Context: an optimization exercise on an open-source flow, tuned for small area. The choices shown serve that exercise and are no tape-out recipe.
In this exercise RTL edits were held to simulation tests only and were not proved equivalent to the original.
Power is estimated from default activity; no workload was simulated.

File: design.v
`timescale 10 ns / 1 ns
module alu_se(
	input  a, input rt, input ix, input use_rt, input sub,
	input  c, input s_x, input s_g, input s_sum, input s_inv,
	output p, output g, output res
);
	wire bx = use_rt ? (rt ^ sub) : ix;
	assign p = a ^ bx;
	assign g = a & bx;
	wire qn = ~((s_x & p) | (s_g & g));
	wire tn = ~((c & s_sum) | s_inv);
	assign res = qn ^ tn;
endmodule
module alu_so(
	input  a, input rt, input ix, input use_rt, input sub,
	input  cn, input s_xn, input s_gn, input s_sum_n, input s_inv_n,
	output pn, output gn, output res
);
	wire bx = use_rt ? (rt ^ sub) : ix;
	c_xnor2 u_p(.a(a), .b(bx), .y(pn));
	c_nand2 u_g(.a(a), .b(bx), .y(gn));
	wire q = ~((s_xn | pn) & (s_gn | gn));
	wire t = ~((cn | s_sum_n) & s_inv_n);
	assign res = q ^ t;
endmodule
module alu(
	input  [31:0] A,
	input  [31:0] rt,
	input  [31:0] ix,
	input         use_rt,
	input         sub,
	input         sgn,
	input         slt,
	input         s_x,
	input         s_g,
	input         s_sum,
	input         s_inv,
	output [31:0] Result,
	output [ 1:0] Low,       
	output        Equal
);
	wire [32:0] c;         
	wire [31:0] pz;        
	wire [31:0] gz;        
	wire [31:0] res;
	assign c[0] = sub;
	wire s_xn = ~s_x, s_gn = ~s_g, s_sum_n = ~s_sum, s_inv_n = ~s_inv;
	genvar i;
	generate
		for (i = 0; i < 32; i = i + 2) begin : g
			alu_se u_e(.a(A[i]), .rt(rt[i]), .ix(ix[i]), .use_rt(use_rt), .sub(sub),
			           .c(c[i]), .s_x(s_x), .s_g(s_g), .s_sum(s_sum), .s_inv(s_inv),
			           .p(pz[i]), .g(gz[i]), .res(res[i]));
			alu_so u_o(.a(A[i+1]), .rt(rt[i+1]), .ix(ix[i+1]), .use_rt(use_rt), .sub(sub),
			           .cn(c[i+1]), .s_xn(s_xn), .s_gn(s_gn), .s_sum_n(s_sum_n), .s_inv_n(s_inv_n),
			           .pn(pz[i+1]), .gn(gz[i+1]), .res(res[i+1]));
		end
		for (i = 0; i < 16; i = i + 2) begin : g_lo
			c_a21oi u_e(.a0(pz[i]), .a1(c[i]), .b(gz[i]), .y(c[i+1]));
			c_o21ai u_o(.a0(pz[i+1]), .a1(c[i+1]), .b(gz[i+1]), .y(c[i+2]));
		end
	endgenerate
	wire [31:17] c0, c1;
	assign c0[17] = ~gz[16];
	assign c1[17] = ~(pz[16] | gz[16]);
	generate
		for (i = 17; i < 31; i = i + 1) begin : g_hi
			if (i % 2) begin : g_o
				c_o21ai u0(.a0(pz[i]), .a1(c0[i]), .b(gz[i]), .y(c0[i+1]));
				c_o21ai u1(.a0(pz[i]), .a1(c1[i]), .b(gz[i]), .y(c1[i+1]));
			end else begin : g_e
				c_a21oi u0(.a0(pz[i]), .a1(c0[i]), .b(gz[i]), .y(c0[i+1]));
				c_a21oi u1(.a0(pz[i]), .a1(c1[i]), .b(gz[i]), .y(c1[i+1]));
			end
		end
		for (i = 17; i < 32; i = i + 1) begin : g_sel
			c_mux2 u(.a0(c0[i]), .a1(c1[i]), .s(c[16]), .y(c[i]));
		end
	endgenerate
	wire lt = pz[31] ? ~(A[31] ^ sgn) : c[31];
	assign Result = {res[31:1], res[0] | (slt & lt)};
	assign Low = res[1:0];
	assign Equal = ~|(pz & 32'h55555555) & &(pz | 32'h55555555);
endmodule
`timescale 10 ns / 1 ns
module shifter (
	input  [31:0] A,
	input  [31:0] B,
	input         selb,
	input  [ 4:0] amt,
	input         left,
	input         fill,
	output [31:0] Y
);
	wire [31:0] x [0:5];
	wire [4:0] L = {5{left}} & amt;
	wire [4:0] R = {5{~left}} & amt;
	wire [4:0] N = ~amt;
	wire [4:0] fp = {~fill, fill, ~fill, fill, ~fill};
	genvar i, k;
	generate
		for (i = 0; i < 32; i = i + 1) begin : g_in
			c_mux2i u(.a0(A[i]), .a1(B[i]), .s(selb), .y(x[0][i]));
		end
		for (k = 0; k < 5; k = k + 1) begin : g_st
			for (i = 0; i < 32; i = i + 1) begin : g_b
				if (i + (1 << k) > 31) begin : g_r
					c_a222oi u(.a0(L[k]), .b0(x[k][i - (1 << k)]), .a1(N[k]), .b1(x[k][i]),
					           .a2(R[k]), .b2(fp[k]), .y(x[k+1][i]));
				end else if (i < (1 << k)) begin : g_l
					if (k % 2 == 0) begin : g_e
						c_a222oi u(.a0(R[k]), .b0(x[k][i + (1 << k)]), .a1(N[k]), .b1(x[k][i]),
						           .a2(L[k]), .b2(L[k]), .y(x[k+1][i]));
					end else begin : g_o
						c_a22oi u(.a0(R[k]), .b0(x[k][i + (1 << k)]), .a1(N[k]), .b1(x[k][i]),
						          .y(x[k+1][i]));
					end
				end else begin : g_m
					c_a222oi u(.a0(L[k]), .b0(x[k][i - (1 << k)]), .a1(R[k]), .b1(x[k][i + (1 << k)]),
					           .a2(N[k]), .b2(x[k][i]), .y(x[k+1][i]));
				end
			end
		end
	endgenerate
	assign Y = x[5];
endmodule
`timescale 10 ns / 1 ns
module c_a22o(input a0, input b0, input a1, input b1, output y);
	assign y = (a0 & b0) | (a1 & b1);
endmodule
module c_a222oi(input a0, input b0, input a1, input b1, input a2, input b2, output y);
	assign y = ~((a0 & b0) | (a1 & b1) | (a2 & b2));
endmodule
module c_a21oi(input a0, input a1, input b, output y);
	assign y = ~((a0 & a1) | b);
endmodule
module c_o21ai(input a0, input a1, input b, output y);
	assign y = ~((a0 | a1) & b);
endmodule
module c_nand2(input a, input b, output y);
	assign y = ~(a & b);
endmodule
module c_nand3(input a, input b, input c, output y);
	assign y = ~(a & b & c);
endmodule
module c_nand4(input a, input b, input c, input d, output y);
	assign y = ~(a & b & c & d);
endmodule
module c_or3(input a, input b, input c, output y);
	assign y = a | b | c;
endmodule
module c_mux2i(input a0, input a1, input s, output y);
	assign y = ~(s ? a1 : a0);
endmodule
module c_ha(input a, input b, output s, output c);
	assign s = a ^ b;
	assign c = a & b;
endmodule
module c_a22oi(input a0, input b0, input a1, input b1, output y);
	assign y = ~((a0 & b0) | (a1 & b1));
endmodule
module c_a221oi(input a0, input b0, input a1, input b1, input c, output y);
	assign y = ~((a0 & b0) | (a1 & b1) | c);
endmodule
module c_xnor2(input a, input b, output y);
	assign y = ~(a ^ b);
endmodule
module c_xor2(input a, input b, output y);
	assign y = a ^ b;
endmodule
module c_mux2(input a0, input a1, input s, output y);
	assign y = s ? a1 : a0;
endmodule
module reg_dec(
	input  [4:0]  a,
	output [30:0] y
);
	genvar r;
	generate
		for (r = 1; r < 32; r = r + 1) begin : g
			assign y[r-1] = a == r;
		end
	endgenerate
endmodule
module reg_wdec(
	input  [4:0]  waddr,
	input         wen,
	output [30:0] we,
	output [30:0] hold
);
	genvar r;
	generate
		for (r = 1; r < 32; r = r + 1) begin : g
			assign we[r-1]   = wen & (waddr == r);
			assign hold[r-1] = ~(wen & (waddr == r));
		end
	endgenerate
endmodule
module reg_rbit(
	input  [30:0] sel,
	input  [30:0] q,
	output        y
);
	wire [10:0] n;
	genvar k;
	generate
		for (k = 0; k < 10; k = k + 1) begin : g
			c_a222oi u(.a0(sel[3*k]), .b0(q[3*k]), .a1(sel[3*k+1]), .b1(q[3*k+1]),
			           .a2(sel[3*k+2]), .b2(q[3*k+2]), .y(n[k]));
		end
	endgenerate
	c_nand2 u_n(.a(sel[30]), .b(q[30]), .y(n[10]));
	wire x0, x1, x2;
	c_nand4 u_x0(.a(n[0]), .b(n[1]), .c(n[2]), .d(n[3]), .y(x0));
	c_nand4 u_x1(.a(n[4]), .b(n[5]), .c(n[6]), .d(n[7]), .y(x1));
	c_nand3 u_x2(.a(n[8]), .b(n[9]), .c(n[10]), .y(x2));
	c_or3 u_y(.a(x0), .b(x1), .c(x2), .y(y));
endmodule
module reg_file(
	input  [4:0]   waddr,
	input  [4:0]   raddr1,
	input  [4:0]   raddr2,
	input          wen,
	input  [31:0]  wdata,
	input  [991:0] q,
	output [991:0] d,
	output [31:0]  rdata1,
	output [31:0]  rdata2
);
	wire [30:0] we, hold, s1, s2;
	reg_wdec u_wdec(.waddr(waddr), .wen(wen), .we(we), .hold(hold));
	reg_dec u_dec1(.a(raddr1), .y(s1));
	reg_dec u_dec2(.a(raddr2), .y(s2));
	genvar r, b;
	generate
		for (r = 0; r < 31; r = r + 1) begin : g_row
			for (b = 0; b < 32; b = b + 1) begin : g_b
				c_a22o u(.a0(q[32*r + b]), .b0(hold[r]), .a1(wdata[b]), .b1(we[r]), .y(d[32*r + b]));
			end
		end
		for (b = 0; b < 32; b = b + 1) begin : g_bit
			wire [30:0] col;
			for (r = 0; r < 31; r = r + 1) begin : g_c
				assign col[r] = q[32*r + b];
			end
			reg_rbit u_r1(.sel(s1), .q(col), .y(rdata1[b]));
			reg_rbit u_r2(.sel(s2), .q(col), .y(rdata2[b]));
		end
	endgenerate
endmodule
`timescale 10ns / 1ns
module add_se(input a, input b, input c, output cn, output s);
	wire p = a ^ b;
	wire g = a & b;
	c_a21oi u_c(.a0(p), .a1(c), .b(g), .y(cn));
	assign s = p ^ c;
endmodule
module add_so(input a, input b, input cn, output c, output s);
	wire pn, gn;
	c_xnor2 u_p(.a(a), .b(b), .y(pn));
	c_nand2 u_g(.a(a), .b(b), .y(gn));
	c_o21ai u_c(.a0(pn), .a1(cn), .b(gn), .y(c));
	c_xor2 u_s(.a(pn), .b(cn), .y(s));
endmodule
module wd_bit(
	input sh, input rt, input alu, input bt,
	input k, input r, input a, input l, input f,
	output y
);
	assign y = (sh & k) | (rt & r) | (alu & a) | (bt & l) | f;
endmodule
module pc_bit(
	input rs, input bt, input jt, input p4,
	input sj, input st, input sjt, input sp4,
	output y
);
	assign y = (rs & sj) | (bt & st) | (jt & sjt) | (p4 & sp4);
endmodule
module simple_cpu(
	input             clk,
	input             rst,
	output reg [31:0] PC,
	input  [31:0]     Instruction,
	output [31:0]     Address,
	output            MemWrite,
	output [31:0]     Write_data,
	output [ 3:0]     Write_strb,
	input  [31:0]     Read_data,
	output            MemRead
);
	wire [5:0] op = Instruction[31:26];
	wire [5:0] fn = Instruction[5:0];
	wire [4:0] rs = Instruction[25:21];
	wire [4:0] rt = Instruction[20:16];
	wire [4:0] rd = Instruction[15:11];
	wire [4:0] sa = Instruction[10:6];
	wire [15:0] imm = Instruction[15:0];
	wire Rtype  = op == 6'b000000;
	wire REGIMM = op == 6'b000001;
	wire Jtype  = op[5:1] == 5'b00001;
	wire Branch = op[5:2] == 4'b0001;
	wire Icalc  = op[5:3] == 3'b001;
	wire Load   = op[5] & ~op[3];
	wire Store  = op[5] & op[3];
	wire jal    = Jtype & op[0];
	wire r_jr   = Rtype & fn[3] & ~fn[1];           
	wire jalr   = r_jr & fn[0];
	wire r_mov  = Rtype & fn[3] & fn[1] & ~fn[5];   
	wire r_sh   = Rtype & ~fn[5] & ~fn[3];          
	wire link   = jal | jalr;
	assign MemRead  = Load;
	assign MemWrite = Store;
	reg  [991:0] rf_q;
	wire [991:0] rf_d;
	always @(posedge clk) rf_q <= rf_d;
	wire [31:0] rdata1, rdata2, wdata;
	wire rt_zero = rdata2 == 32'd0;
	wire wen_r = ~(fn[3] & ~fn[5] & (fn[1] ? ~(rt_zero ^ fn[0]) : ~fn[0]));
	wire wen = (Rtype & wen_r) | jal | Icalc | Load;
	wire [4:0] waddr = jal ? 5'd31 : Rtype ? rd : rt;
	reg_file u_rf(
		.q(rf_q), .d(rf_d), .waddr(waddr), .raddr1(rs), .raddr2(rt),
		.wen(wen), .wdata(wdata), .rdata1(rdata1), .rdata2(rdata2)
	);
	wire lg  = Rtype ? (fn[2] | ~fn[5]) : (Icalc & op[2]);            
	wire slt = Rtype ? (fn[5] & ~fn[2] & fn[3]) : (Icalc & ~op[2] & op[1]);
	wire [1:0] lc = Rtype ? (fn[5] ? fn[1:0] : 2'b01) : (op[1:0] == 2'b11 ? 2'b01 : op[1:0]);
	wire s_sum = ~lg & ~slt;
	wire s_x   = s_sum | (lg & lc != 2'b00);
	wire s_g   = lg & lc != 2'b10;
	wire s_inv = lg & lc == 2'b11;
	wire sub   = Rtype ? (fn[5] & ~fn[2] & fn[1]) : (Icalc & ~op[2] & op[1]);
	wire sgn   = ~(Rtype ? fn[0] : op[0]);
	wire use_rt = ~op[5] & ~op[3] & ~r_mov;
	wire sext   = op[5] | ~op[2];
	wire lui    = ~op[5] & op[2] & op[1] & op[0];
	wire [15:0] b_lo = imm & {16{~Rtype & ~lui}};
	wire [15:0] b_hi = lui ? imm : {16{sext & imm[15] & ~Rtype}};
	wire [31:0] ix = {b_hi, b_lo} ^ {32{sub}};
	wire [31:0] alu_res;
	wire equal;
	wire [1:0] e;
	alu u_alu(
		.A(rdata1), .rt(rdata2), .ix(ix), .use_rt(use_rt), .sub(sub), .sgn(sgn),
		.slt(slt), .s_x(s_x), .s_g(s_g), .s_sum(s_sum), .s_inv(s_inv),
		.Result(alu_res), .Low(e), .Equal(equal)
	);
	assign Address = {alu_res[31:2], 2'b00};
	reg  [1:0] m_amt;
	reg        m_left;
	always @(*) begin
		case (op[1:0])
			2'b00: begin m_amt = e; m_left = op[3]; end                        
			2'b01: begin m_amt = op[3] ? e : {e[1], 1'b0}; m_left = op[3]; end  
			2'b10: begin m_amt = op[2] ? e : ~e; m_left = op[3] ~^ op[2]; end   
			default: begin m_amt = 2'b00; m_left = 1'b0; end                   
		endcase
	end
	wire [4:0] sh_amt  = Rtype ? (fn[2] ? rdata1[4:0] : sa) : {m_amt, 3'b000};
	wire       sh_left = Rtype ? ~fn[1] : m_left;
	wire       sh_fill = Rtype & fn[1] & fn[0] & rdata2[31];
	wire [31:0] sh;
	shifter u_sh(.A(rdata2), .B(Read_data), .selb(Load), .amt(sh_amt), .left(sh_left),
	             .fill(sh_fill), .Y(sh));
	assign Write_data = sh;
	reg [3:0] lk, lr, lf;
	integer l;
	always @(*)
		for (l = 0; l < 4; l = l + 1) begin
			case (op[1:0])
				2'b00: lk[l] = l == 0;
				2'b01: lk[l] = l <= 1;
				2'b10: lk[l] = op[2] ? (l <= 3 - e) : (l >= 3 - e);
				default: lk[l] = 1'b1;
			endcase
			lr[l] = op[1] & ~op[0] & ~lk[l];
			lf[l] = ~op[1] & ~lk[l];
		end
	wire ext = ~op[2] & (op[0] ? sh[15] : sh[7]);
	wire [3:0] wk = {4{r_sh}} | ({4{Load}} & lk);
	wire [3:0] wr = {4{Load}} & lr;
	wire [3:0] wf = {4{Load & ext}} & lf;
	wire wa = ~link & ~r_sh & ~Load;
	wire [31:0] bt;
	genvar j;
	generate
		for (j = 0; j < 32; j = j + 1) begin : g_wd
			wd_bit u(.sh(sh[j]), .rt(rdata2[j]), .alu(alu_res[j]), .bt(bt[j]),
			         .k(wk[j/8]), .r(wr[j/8]), .a(wa), .l(link), .f(wf[j/8]), .y(wdata[j]));
		end
	endgenerate
	wire [31:0] pc4;
	wire [31:3] pc4c;
	assign pc4[1:0] = PC[1:0];
	assign pc4[2] = ~PC[2];
	assign pc4c[3] = PC[2];
	generate
		for (j = 3; j < 31; j = j + 1) begin : g_inc
			c_ha u(.a(PC[j]), .b(pc4c[j]), .s(pc4[j]), .c(pc4c[j+1]));
		end
	endgenerate
	assign pc4[31] = PC[31] ^ pc4c[31];
	wire [15:0] x = link ? 16'd1 : imm;
	wire [29:0] xb = {{14{x[15]}}, x};
	wire [30:0] bc;       
	assign bc[0] = 1'b1;
	assign bt[1:0] = PC[1:0];
	generate
		for (j = 0; j < 30; j = j + 2) begin : g_bt
			add_se u_e(.a(PC[j+2]), .b(xb[j]), .c(bc[j]), .cn(bc[j+1]), .s(bt[j+2]));
			add_so u_o(.a(PC[j+3]), .b(xb[j+1]), .cn(bc[j+1]), .c(bc[j+2]), .s(bt[j+3]));
		end
	endgenerate
	wire taken = (Branch & (op[0] ^ (equal | (op[1] & rdata1[31])))) |
	             (REGIMM & (rt[0] ^ rdata1[31]));
	wire p_jr  = ~rst & r_jr;
	wire p_bt  = ~rst & ~r_jr & taken;
	wire p_j   = ~rst & ~r_jr & ~taken & Jtype;
	wire p_seq = ~rst & ~r_jr & ~taken & ~Jtype;
	wire [31:0] jt = {pc4[31:28], Instruction[25:0], 2'b00};
	wire [31:0] pc_next;
	assign pc_next[1:0] = (rdata1[1:0] & {2{p_jr}}) | (PC[1:0] & {2{p_bt | p_seq}});
	generate
		for (j = 2; j < 32; j = j + 1) begin : g_pc
			pc_bit u(.rs(rdata1[j]), .bt(bt[j]), .jt(jt[j]), .p4(pc4[j]),
			         .sj(p_jr), .st(p_bt), .sjt(p_j), .sp4(p_seq), .y(pc_next[j]));
		end
	endgenerate
	always @(posedge clk) PC <= pc_next;
	assign Write_strb =
		{4{op[1:0] == 2'b00}} & (4'd1 << e) |
		{4{op[1:0] == 2'b01}} & (4'd3 << e) |
		{4{op[1:0] == 2'b11}} & 4'd15 |
		{4{op[1:0] == 2'b10}} & (op[2] ? (4'd15 << e) : ~(4'd14 << e));
endmodule
File: constraint.sdc
create_clock -name core_clock -period 11.0 [get_ports {clk}]
set_input_delay 2.2000 -clock core_clock [delete_from_list [all_inputs] [get_ports {clk}]]
set_output_delay 2.2000 -clock core_clock [all_outputs]
set_load 0.01 [all_outputs]
File: config.mk
export PLATFORM = sky130hd
export DESIGN_NAME = simple_cpu
export DESIGN_NICKNAME = simple_cpu
export VERILOG_FILES = /design/flow/design.v
export SDC_FILE = /design/flow/constraint.sdc
export NUM_CORES = 4
export LEC_CHECK = 0
export CAP_MARGIN = 20
export CORE_MARGIN = 2
export CORE_UTILIZATION = 45
export PLACE_DENSITY = 0.65
export SETUP_SLACK_MARGIN = 0.2
export SLEW_MARGIN = 20
export SYNTH_HIERARCHICAL = 1
File: flow/run.sh
#!/bin/bash
# Layout: the standard ORFS flow (standard.sh) with three changes:
#  - port buffers are buf_2 (the default pick is the slow clkdlybuf4s50_1),
#  - the clock tree uses clkbuf_8 leaves over clusters of up to 16 flip-flops
#    and no dummy loads,
#  - abc is told a module output drives 10 fF (the platform's setting reads as
#    5 pF, which upsizes every gate at a module boundary).
# standard.sh writes each tool's log under orfs/logs; its own output goes to
# standard.log here.
export BUFFER_PORTS_ARGS="-buffer_cell sky130_fd_sc_hd__buf_2"
export CTS_ARGS="-sink_clustering_enable -repair_clock_nets -dont_use_dummy_load -sink_clustering_size 16 -sink_clustering_max_diameter 50 -buf_list {sky130_fd_sc_hd__clkbuf_8}"
bash standard.sh ABC_LOAD_IN_FF=0.01 finish > standard.log 2>&1
File: standard.sh
#!/bin/bash
# synth_recipe.tcl (not shown) runs the flow's synth.tcl, then flattens the netlist and writes it again
# the make line also repeats each setting of config.mk as NAME=value (left out here)
make -C /OpenROAD-flow-scripts/flow DESIGN_CONFIG=/design/flow/config.mk WORK_HOME=/design/flow/orfs CLKGATE_MAP_FILE= SYNTH_SCRIPT=/design/flow/synth_recipe.tcl "${@:-finish}"
==> results of run 1 <==
==> stage by stage <==
| step | setup WS, ns | util (%) | instances |
|---|---|---|---|
| 4_1_cts | 0.396 | 52.5 | 6210 |
| 3_3_place_gp | 0.510 | 51.0 | 6100 |
| 2_1_floorplan | 0.451 | - | 4294 |
| 3_5_place_dp | 0.432 | 51.0 | 6102 |
| 5_1_grt | 0.129 | 52.8 | 6227 |
| 6_report | 0.309 | 52.8 | 6233 |
==> worst register-to-register path: cells and delay by family (launching register included) <==
family / cells / cell delay, ns
flip-flops: 1 / 0.47
XOR/XNOR: 1 / 0.29
AO/OA/AOI/OAI: 31 / 6.06
buffers and inverters: 1 / 0.44
adder cells (fa/ha/maj): 1 / 0.31
AND/OR/NAND/NOR: 1 / 0.10
==> sequential cells by signal, summed over array words and instances, names as in the netlist <==
register  flops
PC           32
rf_q        992
==> worst min-delay path by stage <==
| stage | start | to | depth (start not counted) |
|---|---|---|---|
| finish | rf_q[807] | rf_q[807] | 1 |
| global route | rf_q[980] | rf_q[980] | 1 |
| CTS | rf_q[513] | rf_q[513] | 1 |
| detailed placement | rf_q[543] | rf_q[543] | 1 |
| global placement | rf_q[297] | rf_q[297] | 1 |
| floorplan | PC[0] | PC[0] | 2 |
==> routing by layer <==
| metal | GRT usage, % | part of all wire (%) |
|---|---|---|
| met4 | 29.9 | 8.5 |
| met2 | 61.8 | 39 |
| met5 | 0 | 0.026 |
| met1 | 57.7 | 36 |
| met3 | 14.6 | 16 |
==> final cells by class <==
type,instances,area (um^2),area share [%]
diodes,9,22.5,0.0418
clock buffers,108,1490,2.76
inverters,24,90.1,0.167
multi-input cells,3205,26400,49.1
flip-flops and latches,1024,20500,38.1
well taps,1368,1710,3.18
repair buffers,495,3610,6.70
==> timing repair <==
action | 4_1_cts | 5_1_grt
resized for setup | 0 | 23
buffers inserted | 0 | 11
setup endpoints to repair | 0 | 15
==> power breakdown <==
part           switching [W]  internal [W]
Combinational        0.00291       0.00185
Clock                0.00131      0.000864
Sequential          0.000969       0.00487
Total                0.00519       0.00758
==> impl_metrics.py, run 1 <==
metrics = {
    "outcome": {
        "outcome": "complete, no violations",
    },
    "place": {
        "gp_congestion": 1.10,
        "hpwl_um": 165000,
        "place_area_mm2": 0.0521,
        "port_buffers": 165,
    },
    "floorplanning": {
        "die_h_um": 325,
        "die_w_um": 325,
        "io-pin-count": 168,
        "dieArea_mm2": 0.106,
        "initial_core_util_pct": 45.5,
        "rows": 117,
        "coreArea_mm2": 0.102,
    },
    "worst_setup_path": {
        "critPathCaptureType": "output port",
        "slowest_delay_ns": 0.51,
        "cpMaxStageDelayCell": "or3_4",
        "regToRegSetupSlack_ns": 3.31,
        "reg2reg_depth": 35,
        "path_class": "input port to output port",
        "cp.buffers_inverters": 6,
        "worstReg2RegStart": "PC[2]",
        "crit_end": "Address[23]",
        "worst-path-stages": 32,
        "timing.rr.end": "rf_q[543]",
        "cp.arrival_ns": 8.49,
        "critical-path-top-delay-family": "compound AO/OA/AOI/OAI gates",
        "cp.required_ns": 8.80,
        "cp_max_fo": 14,
        "cp-start-kind": "input port",
        "startpoint": "Instruction[17]",
    },
    "yosys": {
        "syn_avg_cell_area_um2": 10.8,
        "syn-instance-count": 4284,
        "yosys_warnings": 8,
        "netlist_area_mm2": 0.0464,
    },
    "clocking": {
        "cts_tree": "yes",
        "clk_path_buf_depth": 3,
        "numCtsBuffers": 108,
        "hold_buffers": 0,
        "htree_levels": 3,
        "cts_sinks": 1024,
        "clk_pin_slew_ns": 0.03,
        "cts_root_buf": "clkbuf_8",
        "clk_latency_ns": 0.87,
    },
    "sta": {
        "period_needed_ns": 10.69,
        "fin_hold_ws_ns": 0.511,
        "fmax_mhz": 93.5,
        "skew_ns": 0.139,
        "relSlewSlack_pct": 13.5,
        "rsz0062_at_grt": "yes",
        "post-route-period-util_pct": 97.2,
        "final.setup.tns_ns": 0,
        "tightest_slew_ns": 1.29,
        "drv_slew": 0,
        "finalHoldViolations": 0,
        "setup_violations": 0,
    },
    "finish": {
        "fill_cells": 9162,
        "drive_gt1_share_pct": 15.8,
        "post-route-cell-area_mm2": 0.0539,
        "nets": 4989,
        "area_growth_pct": 16.0,
        "final_common_cell": "dfxtp_1",
        "final_cell_mix": "dfxtp_1 (1024), a22o_1 (992), a222oi_1 (822), buf_4 (305), nand2_1 (231)",
    },
    "detailed_routing": {
        "avgViaCountPerCell": 8.15,
        "routedWlPerCell_um": 39.8,
        "drc_errors": 0,
        "via_count": 50793,
        "drtAntennaViolNets": 0,
        "dr.pass1.iters": 20,
        "finalWirelength_um": 248000,
        "drt_first_iter_violations": 13388,
    },
    "pwr": {
        "ir_worst_vdd_mv": 0.230,
        "power_leakage_nw": 20.3,
        "p_per_area_mw_per_mm2": 237,
        "total_power_w": 0.0128,
    },
    "grt": {
        "grt_overflow": 0,
        "grt_max_degree": 53,
        "grt_pass1_wl_um": 347000,
        "grt_pass1_vias": 45743,
        "grtUsageTotal_pct": 44.3,
        "antenna_found_initial": 13,
    },
    "min_path": {
        "hold_class": "register to register",
    },
    "flow_run": {
        "cap_violations": 0,
    },
}
==> run 2: changes to the inputs <==
==> flow/run.sh (replaced) <==
#!/bin/bash
# Layout: the standard ORFS flow (standard.sh) with two changes:
#  - port buffers are buf_2 (the default pick is the slow clkdlybuf4s50_1),
#  - the clock tree uses clkbuf_8 leaves over clusters of up to 16 flip-flops
#    and no dummy loads.
# standard.sh writes each tool's log under orfs/logs; its own output goes to
# standard.log here.
export BUFFER_PORTS_ARGS="-buffer_cell sky130_fd_sc_hd__buf_2"
export CTS_ARGS="-sink_clustering_enable -repair_clock_nets -dont_use_dummy_load -sink_clustering_size 16 -sink_clustering_max_diameter 50 -buf_list {sky130_fd_sc_hd__clkbuf_8}"
bash standard.sh > standard.log 2>&1
--- a/config.mk
+++ b/config.mk
@@ -9,6 +9,6 @@
 export CORE_MARGIN = 2
 export CORE_UTILIZATION = 45
 export PLACE_DENSITY = 0.65
-export SETUP_SLACK_MARGIN = 0.2
+export SETUP_SLACK_MARGIN = 0.15
 export SLEW_MARGIN = 20
 export SYNTH_HIERARCHICAL = 1
==> impl_metrics.py, run 2 <==
metrics = {
    "finish": {
        "fin_util_pct": 52.0,
        "drive_gt1_share_pct": 15.8,
        "post-route-cell-area_mm2": 0.0537,
        "nets": 4916,
        "area_growth_pct": 14.9,
        "largest_reg_flops": 992,
        "largest-register": "rf_q",
        "final_common_cell": "dfxtp_1",
        "final_cell_mix": "dfxtp_1 (1024), a22o_1 (992), a222oi_1 (822), nand2_1 (231), buf_4 (223)",
        "reg_top3": "rf_q (992), PC (32)",
    },
    "place": {
        "gp_congestion": 1.06,
        "port_buffers": 165,
        "place_area_mm2": 0.0520,
        "pre_cts_slack_ns": 0.455,
        "hpwl_um": 164000,
    },
    "worst_setup_path": {
        "path_class": "input port to output port",
        "crit_top_cell": "a21oi_2",
        "startpoint": "Instruction[18]",
        "slowest_delay_ns": 0.63,
        "cp.buffers_inverters": 3,
        "cp_max_fo": 31,
        "timing.rr.end": "rf_q[160]",
        "cp.arrival_ns": 8.58,
        "critPathCaptureType": "output port",
        "regToRegSetupSlack_ns": 3.36,
        "cp-start-kind": "input port",
        "worst-path-stages": 27,
        "crit_end": "Address[31]",
        "cpMaxStageDelayCell": "a222oi_1",
        "cp.required_ns": 8.80,
        "critical-path-top-delay-family": "compound AO/OA/AOI/OAI gates",
        "worstReg2RegStart": "rf_q[210]",
        "reg2reg_depth": 26,
    },
    "floorplanning": {
        "die_w_um": 326,
        "io-pin-count": 168,
        "dieArea_mm2": 0.106,
        "rows": 118,
        "initial_core_util_pct": 45.2,
        "coreArea_mm2": 0.103,
        "die_h_um": 326,
    },
    "sta": {
        "rsz0062_at_grt": "no",
        "final.setup.tns_ns": 0,
        "finalHoldViolations": 0,
        "fin_ws_ns": 0.216,
        "fmax_mhz": 92.7,
        "setup_violations": 0,
        "post-route-period-util_pct": 98.0,
        "period_needed_ns": 10.78,
        "fin_hold_ws_ns": 0.509,
        "drv_slew": 0,
        "tightest_slew_ns": 1.30,
        "relSlewSlack_pct": 13.3,
        "skew_ns": 0.103,
    },
    "grt": {
        "grt_pass1_wl_um": 343000,
        "grt_pass1_vias": 44819,
        "grtUsageTotal_pct": 43.8,
        "grt_overflow": 0,
        "grt_max_degree": 51,
        "antenna_found_initial": 36,
    },
    "pwr": {
        "power_leakage_nw": 20.1,
        "p_per_area_mw_per_mm2": 238,
        "ir_worst_vdd_mv": 0.223,
    },
    "detailed_routing": {
        "dr.pass1.iters": 17,
        "avgViaCountPerCell": 8.11,
        "drt_first_iter_violations": 13325,
        "routedWlPerCell_um": 39.8,
        "via_count": 50099,
        "drtAntennaViolNets": 0,
        "drc_errors": 0,
        "finalWirelength_um": 246000,
    },
    "yosys": {
        "netlist_area_mm2": 0.0467,
        "yosys_warnings": 8,
        "syn_avg_cell_area_um2": 10.9,
        "syn-instance-count": 4284,
    },
    "clocking": {
        "clk_path_buf_depth": 3,
        "clk_pin_slew_ns": 0.07,
        "cts_sinks": 1024,
        "htree_levels": 3,
        "cts_root_buf": "clkbuf_8",
        "clk_latency_ns": 0.84,
        "numCtsBuffers": 107,
        "hold_buffers": 0,
        "cts_tree": "yes",
    },
    "flow_run": {
        "cap_violations": 0,
    },
    "outcome": {
        "outcome": "complete, no violations",
    },
    "min_path": {
        "hold_class": "register to register",
        "min-delay-start": "rf_q[968]",
    },
}
==> run 2: worst min path at each step <==
stage / endpoint / slack (ns) / cells after the start
after floorplan: PC[0] / 0.45 / 2
after CTS: rf_q[977] / 0.51 / 1
after global placement: rf_q[771] / 0.49 / 1
final: rf_q[968] / 0.51 / 1
after global routing: rf_q[638] / 0.52 / 1
after detailed placement: rf_q[983] / 0.49 / 1
==> run 2: worst register-to-register path: stages (launching register included) <==
cell and delay (ns):
dfxtp_1 0.33, a222oi_1 0.69, nand4_1 0.61, or3_4 0.58, xnor2_1 0.23, a21oi_1 0.11
ha_2 0.43, a21oi_2 0.09, o21ai_2 0.22, a21oi_2 0.10, o21ai_1 0.23, a21oi_2 0.09
o21ai_1 0.21, a21oi_2 0.09, o21ai_1 0.20, a21oi_2 0.09, o21ai_1 0.23, a21oi_2 0.09
o21ai_1 0.23, a21oi_2 0.08, mux2_4 0.29, a31oi_1 0.93, nand2_1 0.25, a222oi_1 0.38
nand2_1 0.16, buf_4 0.29, a22o_1 0.28
==> run 2: cell type report <==
| class | instances | area [um^2] |
|---|---|---|
| inverter | 24 | 90.1 |
| multi-input combinational | 3205 | 26600 |
| timing repair buffer | 423 | 3220 |
| antenna | 16 | 40.0 |
| sequential | 1024 | 20500 |
| tap | 1380 | 1730 |
| clock buffer | 107 | 1470 |
| fill | 9400 | 49500 |
==> run 2: metrics by stage <==
step | instances | power [W]
floorplan | 4294 | 0.00826
global placement | 6040 | 0.0103
detailed placement | 6045 | 0.0103
CTS | 6152 | 0.0124
global route | 6167 | 0.0131
finish | 6179 | 0.0128
==> run 2: timing repair <==
| action | in CTS | in global routing |
|---|---|---|
| resized for setup | 0 | 9 |
| setup endpoints to repair | 0 | 11 |
| buffers inserted | 0 | 8 |
==> run 2: report_power, final <==
part | leakage, nW | internal [W] | total, W | switching [W]
clock network | 0.769 | 0.000856 | 0.00217 | 0.00131
registers | 8.46 | 0.00487 | 0.00583 | 0.000966
logic | 10.8 | 0.00180 | 0.00475 | 0.00295
total | 20.1 | 0.00752 | 0.0128 | 0.00523
==> run 2: metal layers <==
| metal | routed length, um | global-route usage [%] | up-vias |
|---|---|---|---|
| met5 | 126 | 0 | - |
| met4 | 21800 | 31.1 | 18 |
| met3 | 35900 | 13.3 | 950 |
| met2 | 99600 | 62.9 | 4596 |
| met1 | 88400 | 55.7 | 24259 |
| li1 | - | - | 20276 |
==> run 3: changes to the inputs <==
--- a/design.v
+++ b/design.v
@@ -334,9 +334,19 @@
 	wire use_rt = ~op[5] & ~op[3] & ~r_mov;
 	wire sext   = op[5] | ~op[2];
 	wire lui    = ~op[5] & op[2] & op[1] & op[0];
-	wire [15:0] b_lo = imm & {16{~Rtype & ~lui}};
-	wire [15:0] b_hi = lui ? imm : {16{sext & imm[15] & ~Rtype}};
-	wire [31:0] ix = {b_hi, b_lo} ^ {32{sub}};
+	wire lo_en = ~Rtype & ~lui;
+	wire lo_1  = lo_en & ~sub;          
+	wire lo_0  = lo_en & sub;           
+	wire hi_x  = ((sext & imm[15]) ^ sub) & ~Rtype & ~lui;
+	wire [15:0] ix_lo, ix_hi;
+	genvar k;
+	generate
+		for (k = 0; k < 16; k = k + 1) begin : g_ix
+			assign ix_lo[k] = imm[k] ? lo_1 : lo_0;
+			assign ix_hi[k] = (imm[k] & lui) | hi_x;
+		end
+	endgenerate
+	wire [31:0] ix = {ix_hi, ix_lo};
 	wire [31:0] alu_res;
 	wire equal;
 	wire [1:0] e;
==> flow/run.sh (replaced) <==
#!/bin/bash
# Layout: the standard ORFS flow (standard.sh) with two changes:
#  - port buffers are buf_2 (the default pick is the slow clkdlybuf4s50_1),
#  - the clock tree uses clkbuf_16 leaves over clusters of up to 30 flip-flops
#    and no dummy loads.
# standard.sh writes each tool's log under orfs/logs; its own output goes to
# standard.log here.
export BUFFER_PORTS_ARGS="-buffer_cell sky130_fd_sc_hd__buf_2"
export CTS_ARGS="-sink_clustering_enable -repair_clock_nets -dont_use_dummy_load -sink_clustering_size 30 -sink_clustering_max_diameter 100 -buf_list {sky130_fd_sc_hd__clkbuf_16}"
bash standard.sh > standard.log 2>&1
--- a/config.mk
+++ b/config.mk
@@ -7,8 +7,8 @@
 export LEC_CHECK = 0
 export CAP_MARGIN = 20
 export CORE_MARGIN = 2
-export CORE_UTILIZATION = 45
-export PLACE_DENSITY = 0.65
+export CORE_UTILIZATION = 50
+export PLACE_DENSITY = 0.7
 export SETUP_SLACK_MARGIN = 0.15
 export SLEW_MARGIN = 20
 export SYNTH_HIERARCHICAL = 1
==> impl_metrics.py, run 3 <==
metrics = {
    "grt": {
        "grt_pass1_vias": 44411,
        "grt_pass1_wl_um": 331000,
        "antenna_found_initial": 26,
        "grt_overflow": 0,
        "grt_max_degree": 59,
        "grtUsageTotal_pct": 47.1,
    },
    "place": {
        "hpwl_um": 156000,
        "gp_congestion": 1.09,
        "port_buffers": 165,
    },
    "pwr": {
        "ir_worst_vdd_mv": 0.177,
        "power_leakage_nw": 19.9,
        "p_per_area_mw_per_mm2": 233,
        "total_power_w": 0.0123,
    },
    "worst_setup_path": {
        "critPathCaptureType": "output port",
        "cp.required_ns": 8.80,
        "reg2reg_depth": 35,
        "cp-start-kind": "input port",
        "crit_path_cell_trace": "buf_2 > or3b_4 > nor2_4 > a222oi_1 > nand4_1 > or3_1 > mux2i_1 > nor2_1 > inv_1 > a222oi_1 > a222oi_1 > a222oi_1 > a222oi_1 > a222oi_1 > buf_2",
        "cpMaxStageDelayCell": "a222oi_1",
        "path_class": "input port to output port",
        "cp_max_fo": 32,
        "crit_top_cell": "a222oi_1",
        "cp.buffers_inverters": 3,
        "critical-path-top-delay-family": "compound AO/OA/AOI/OAI gates",
        "cp.arrival_ns": 8.51,
        "worst-path-stages": 15,
        "slowest_delay_ns": 0.89,
    },
    "yosys": {
        "yosys_warnings": 8,
        "syn_avg_cell_area_um2": 10.9,
        "netlist_area_mm2": 0.0467,
        "syn-instance-count": 4283,
    },
    "sta": {
        "drv_slew": 0,
        "finalHoldViolations": 0,
        "fmax_mhz": 93.4,
        "period_needed_ns": 10.71,
        "post-route-period-util_pct": 97.3,
        "setup_violations": 0,
        "skew_ns": 0.0931,
        "relSlewSlack_pct": 8.86,
        "final.setup.tns_ns": 0,
        "rsz0062_at_grt": "no",
        "tightest_slew_ns": 1.37,
    },
    "clocking": {
        "hold_buffers": 0,
        "cts_root_buf": "clkbuf_16",
        "clk_pin_slew_ns": 0.11,
        "clk_latency_ns": 0.69,
        "numCtsBuffers": 43,
        "cts_sinks": 1024,
        "cts_tree": "yes",
        "htree_levels": 2,
        "clk_path_buf_depth": 3,
    },
    "outcome": {
        "outcome": "complete, no violations",
    },
    "floorplanning": {
        "die_h_um": 310,
        "coreArea_mm2": 0.0929,
        "dieArea_mm2": 0.0958,
        "rows": 112,
        "io-pin-count": 168,
        "initial_core_util_pct": 50.2,
        "die_w_um": 310,
    },
    "detailed_routing": {
        "finalWirelength_um": 237000,
        "via_count": 49726,
        "dr.pass1.iters": 17,
        "routedWlPerCell_um": 39.3,
        "avgViaCountPerCell": 8.27,
        "drtAntennaViolNets": 0,
        "drt_first_iter_violations": 13693,
        "drc_errors": 0,
    },
    "finish": {
        "nets": 4872,
        "final_cell_mix": "dfxtp_1 (1024), a22o_1 (992), a222oi_1 (822), buf_4 (251), nand2_1 (247)",
        "largest-register": "rf_q",
        "drive_gt1_share_pct": 15.2,
        "final_common_cell": "dfxtp_1",
        "area_growth_pct": 13.6,
        "largest_reg_flops": 992,
        "reg_top3": "rf_q (992), PC (32)",
        "fill_cells": 8179,
        "fin_util_pct": 57.1,
    },
    "min_path": {
        "hold_depth": 1,
        "hold_class": "register to register",
    },
    "flow_run": {
        "cap_violations": 0,
    },
}
run 3: per-layer routing:
layer	GRT usage, %	part of all wire, %	wire length, um	vias to the layer above
met2	66.5	40	93900	4681
met1	58.6	35	83400	23833
li1	-	-	-	20221
met5	1.62	0.23	545	-
met3	17.1	16	36800	967
met4	35.0	9.2	21900	24
run 3: metrics by stage:
step	area (um^2)	hold slack [ns]	cells	worst slack (ns)
floorplan	46700	0.451	4293	0.507
global route	53000	0.535	5997	0.130
CTS	52700	0.518	5970	0.405
detailed placement	51600	0.492	5927	0.449
global placement	51600	0.486	5925	0.523
finish	53000	0.521	6013	0.293
run 3: final timing paths:
kind / startpoint / endpoint / slack (ns)
worst max-delay path: Instruction[23] / Write_data[0] / 0.29
worst min-delay path: rf_q[417] / rf_q[417] / 0.52
worst max register to register: PC[2] / rf_q[895] / 3.62
worst min register to register: rf_q[417] / rf_q[417] / 0.52
run 3: worst reg2reg max path: cells and delay by family, from the launching register on:
kind	cells	cell delay, ns
xor+xnor	1	0.19
compound gates	31	6.00
simple gates	1	0.11
flops	1	0.36
buf+inv	1	0.30
fa+ha+maj	1	0.35
run 3: area by class of cell:
type / instances / area [um^2] / area share (%)
Antenna cell: 20 / 50.0 / 0.0944
Multi-Input combinational cell: 3203 / 26600 / 50.1
Tap cell: 1254 / 1570 / 2.96
Sequential cell: 1024 / 20500 / 38.7
Clock buffer: 43 / 1080 / 2.03
Timing Repair Buffer: 444 / 3150 / 5.95
Inverter: 25 / 93.8 / 0.177
run 3: where the power goes:
group	switching [W]	internal, W
combinational	0.00289	0.00177
sequential	0.000960	0.00482
clock	0.00119	0.000706
run 3: timing repair:
| action | 4_1_cts | 5_1_grt |
|---|---|---|
| setup endpoints to repair | 0 | 15 |
| resized for setup | 0 | 9 |
| buffers inserted | 0 | 8 |
| endpoints found under the hold margin | 0 | 0 |
==> run 4: changes to the inputs <==
==> flow/run.sh (replaced) <==
#!/bin/bash
# Layout: the standard ORFS flow (standard.sh) with two changes:
#  - port buffers are buf_1 (the default pick is the slow clkdlybuf4s50_1;
#    repair upsizes the ones that need it),
#  - the clock tree uses clkbuf_8 leaves over clusters of up to 18 flip-flops
#    and no dummy loads.
# standard.sh writes each tool's log under orfs/logs; its own output goes to
# standard.log here.
export BUFFER_PORTS_ARGS="-buffer_cell sky130_fd_sc_hd__buf_1"
export CTS_ARGS="-sink_clustering_enable -repair_clock_nets -dont_use_dummy_load -sink_clustering_size 18 -sink_clustering_max_diameter 60 -buf_list {sky130_fd_sc_hd__clkbuf_8}"
bash standard.sh > standard.log 2>&1
==> impl_metrics.py, run 4 <==
metrics = {
    "finish": {
        "post-route-cell-area_mm2": 0.0530,
        "reg_top3": "rf_q (992), PC (32)",
        "largest-register": "rf_q",
        "final-seq-area_mm2": 0.0205,
        "area_growth_pct": 13.6,
        "fill_cells": 8276,
        "final_cell_mix": "dfxtp_1 (1024), a22o_1 (992), a222oi_1 (822), buf_4 (290), nand2_1 (246)",
        "stdcell_count": 6077,
        "multi_input_area_mm2": 0.0266,
        "largest_reg_flops": 992,
        "drive_gt1_share_pct": 13.1,
        "final_common_cell": "dfxtp_1",
        "nets": 4939,
    },
    "sta": {
        "fmax_mhz": 93.1,
        "post-route-period-util_pct": 97.6,
        "period_needed_ns": 10.74,
        "rsz0062_at_grt": "no",
        "setup_violations": 0,
        "relSlewSlack_pct": 11.2,
        "tightest_slew_ns": 1.33,
        "finalHoldViolations": 0,
        "skew_ns": 0.115,
        "fin_hold_ws_ns": 0.516,
        "final.setup.tns_ns": 0,
        "drv_slew": 0,
    },
    "clocking": {
        "clk_path_buf_depth": 3,
        "cts_tree": "yes",
        "cts_root_buf": "clkbuf_8",
        "clk_latency_ns": 0.85,
        "numCtsBuffers": 80,
        "clk_pin_slew_ns": 0.08,
        "hold_buffers": 0,
        "htree_levels": 3,
        "cts_sinks": 1024,
    },
    "worst_setup_path": {
        "slowest_delay_ns": 0.60,
        "timing.rr.end": "rf_q[435]",
        "cp.arrival_ns": 8.54,
        "path_class": "input port to output port",
        "cp_max_fo": 16,
        "crit_end": "Address[29]",
        "crit_top_cell": "a21oi_2",
        "cp.required_ns": 8.80,
        "reg2reg_depth": 28,
        "cpMaxStageDelayCell": "or3_1",
        "startpoint": "Instruction[17]",
        "critPathCaptureType": "output port",
        "cp-start-kind": "input port",
        "regToRegSetupSlack_ns": 3.42,
        "worstReg2RegStart": "rf_q[674]",
    },
    "floorplanning": {
        "initial_core_util_pct": 50.2,
        "die_w_um": 310,
        "die_h_um": 310,
        "rows": 112,
        "dieArea_mm2": 0.0958,
        "coreArea_mm2": 0.0929,
        "io-pin-count": 168,
    },
    "pwr": {
        "switching_share_pct": 41.4,
        "power_switching_w": 0.00511,
        "p_per_area_mw_per_mm2": 233,
        "intPower_w": 0.00723,
        "pwr-share-clk_pct": 15.4,
        "p_comb_share_pct": 37.7,
        "ir_worst_vdd_mv": 0.211,
        "seq_power_share_pct": 46.9,
        "power_leakage_nw": 19.6,
    },
    "detailed_routing": {
        "drc_errors": 0,
        "via_count": 50557,
        "finalWirelength_um": 244000,
        "drt_first_iter_violations": 14617,
        "dr.pass1.iters": 20,
        "avgViaCountPerCell": 8.32,
        "drtAntennaViolNets": 0,
        "routedWlPerCell_um": 40.1,
    },
    "yosys": {
        "syn-instance-count": 4283,
        "yosys_warnings": 8,
        "netlist_area_mm2": 0.0467,
        "syn_avg_cell_area_um2": 10.9,
    },
    "place": {
        "port_buffers": 165,
        "dp.cells": 5964,
        "gp_congestion": 1.10,
        "place_area_mm2": 0.0516,
        "hpwl_um": 164000,
    },
    "min_path": {
        "hold_class": "register to register",
        "min-delay-start": "rf_q[525]",
    },
    "grt": {
        "antenna_found_initial": 20,
        "grt_pass1_wl_um": 338000,
        "grt_overflow": 0,
        "grtUsageTotal_pct": 48.6,
        "grt_max_degree": 37,
        "grt_pass1_vias": 45315,
    },
    "outcome": {
        "outcome": "complete, no violations",
    },
    "flow_run": {
        "cap_violations": 0,
    },
}
-- run 4: cell count changes in the layout (fill, tap and decap cells not counted), moves of 5 or more --
cell | before | now
buf_1 | 0 | 159
buf_12 | 15 | 10
buf_2 | 170 | 5
buf_4 | 251 | 290
clkbuf_16 | 43 | 0
clkbuf_2 | 1 | 6
clkbuf_8 | 0 | 80
-- run 4: worst max-delay path, delay by kind of cell --
kind | cells | cell delay, ns
mux | 1 | 0.31
buf+inv | 5 | 1.01
compound gates | 16 | 2.88
simple gates | 4 | 1.35
xor+xnor | 3 | 0.75
-- run 4: through the flow --
stage / util [%] / worst slack, ns / power (W)
2_1_floorplan: - / 0.507 / 0.00811
3_3_place_gp: 55.5 / 0.512 / 0.0100
3_5_place_dp: 55.6 / 0.392 / 0.0101
4_1_cts: 56.7 / 0.364 / 0.0119
5_1_grt: 57.1 / 0.164 / 0.0126
6_report: 57.1 / 0.261 / 0.0123
-- run 4: timing repair --
item	in CTS	in global routing
resized for setup	0	14
buffers inserted	0	6
setup endpoints to repair	0	18
-- run 4: area by class of cell --
cell class                 instances  area share (%)
tap                             1254            2.96
timing repair buffer             474            5.88
clock buffer                      80            2.08
sequential                      1024            38.7
antenna                           17          0.0802
inverter                          25           0.177
multi-input combinational       3203            50.2
-- run 4: worst min-delay path by stage --
stage / end / slack, ns / depth (start not counted)
2_1_floorplan: PC[0] / 0.45 / 2
3_3_place_gp: rf_q[301] / 0.49 / 1
3_5_place_dp: rf_q[27] / 0.49 / 1
4_1_cts: rf_q[829] / 0.51 / 1
5_1_grt: rf_q[443] / 0.53 / 1
6_report: rf_q[525] / 0.52 / 1
-- run 4: layer usage --
layer  wire length [um]  part of all wire, %  global-route usage, %
met1              86800                   36                   60.3
met2              96600                   40                   68.5
met5                109                0.045                      0
met4              21000                  8.6                   33.8
met3              39100                   16                   19.3
-- run 4: power by group through the flow --
stage	clock network (W)	logic (W)	registers, W
after floorplan	0	0.00260	0.00551
after global placement	0	0.00428	0.00577
after detailed placement	0	0.00434	0.00578
after CTS	0.00188	0.00434	0.00571
after global routing	0.00201	0.00473	0.00588
final	0.00190	0.00465	0.00579

==> re-timing with driven ports <==
In the flow no input, the clock included, has a driving cell. The finished layouts below were timed again as built, in two steps.
Step 1 assumes that a clkbuf_16 drives the clock port and a buf_2 every other input.
Step 2, shift: input delay + t, output delay - t, t = (earliest + latest rising clock arrival at the registers) / 2. This alone moves slack from input paths to output paths.
Slacks: ideal ports / drivers / drivers and shift; pairs: ideal ports / drivers.
| run | t (ns) | setup slack, ns | worst hold slack (ns) | latest minus earliest clock arrival (ns) | pins driven straight from the clock port |
|---|---|---|---|---|---|
| run 1 | 0.873 | 0.309 / 0.198 / 0.198 | 0.511 / 0.511 / 0.511 | 0.139 / 0.139 | 1 |
| run 2 | 0.867 | 0.216 / 0.136 / 0.136 | 0.509 / 0.509 / 0.509 | 0.103 / 0.103 | 1 |
| run 3 | 0.720 | 0.293 / 0.236 / 0.236 | 0.521 / 0.521 / 0.521 | 0.093 / 0.093 | 1 |
| run 4 | 0.862 | 0.261 / 0.220 / 0.220 | 0.516 / 0.516 / 0.516 | 0.115 / 0.115 | 1 |
After both steps every run listed still meets setup and hold. The setup slack of run 1, which loses most, moves by -0.111 ns with the drivers and by -0.111 ns with both steps.
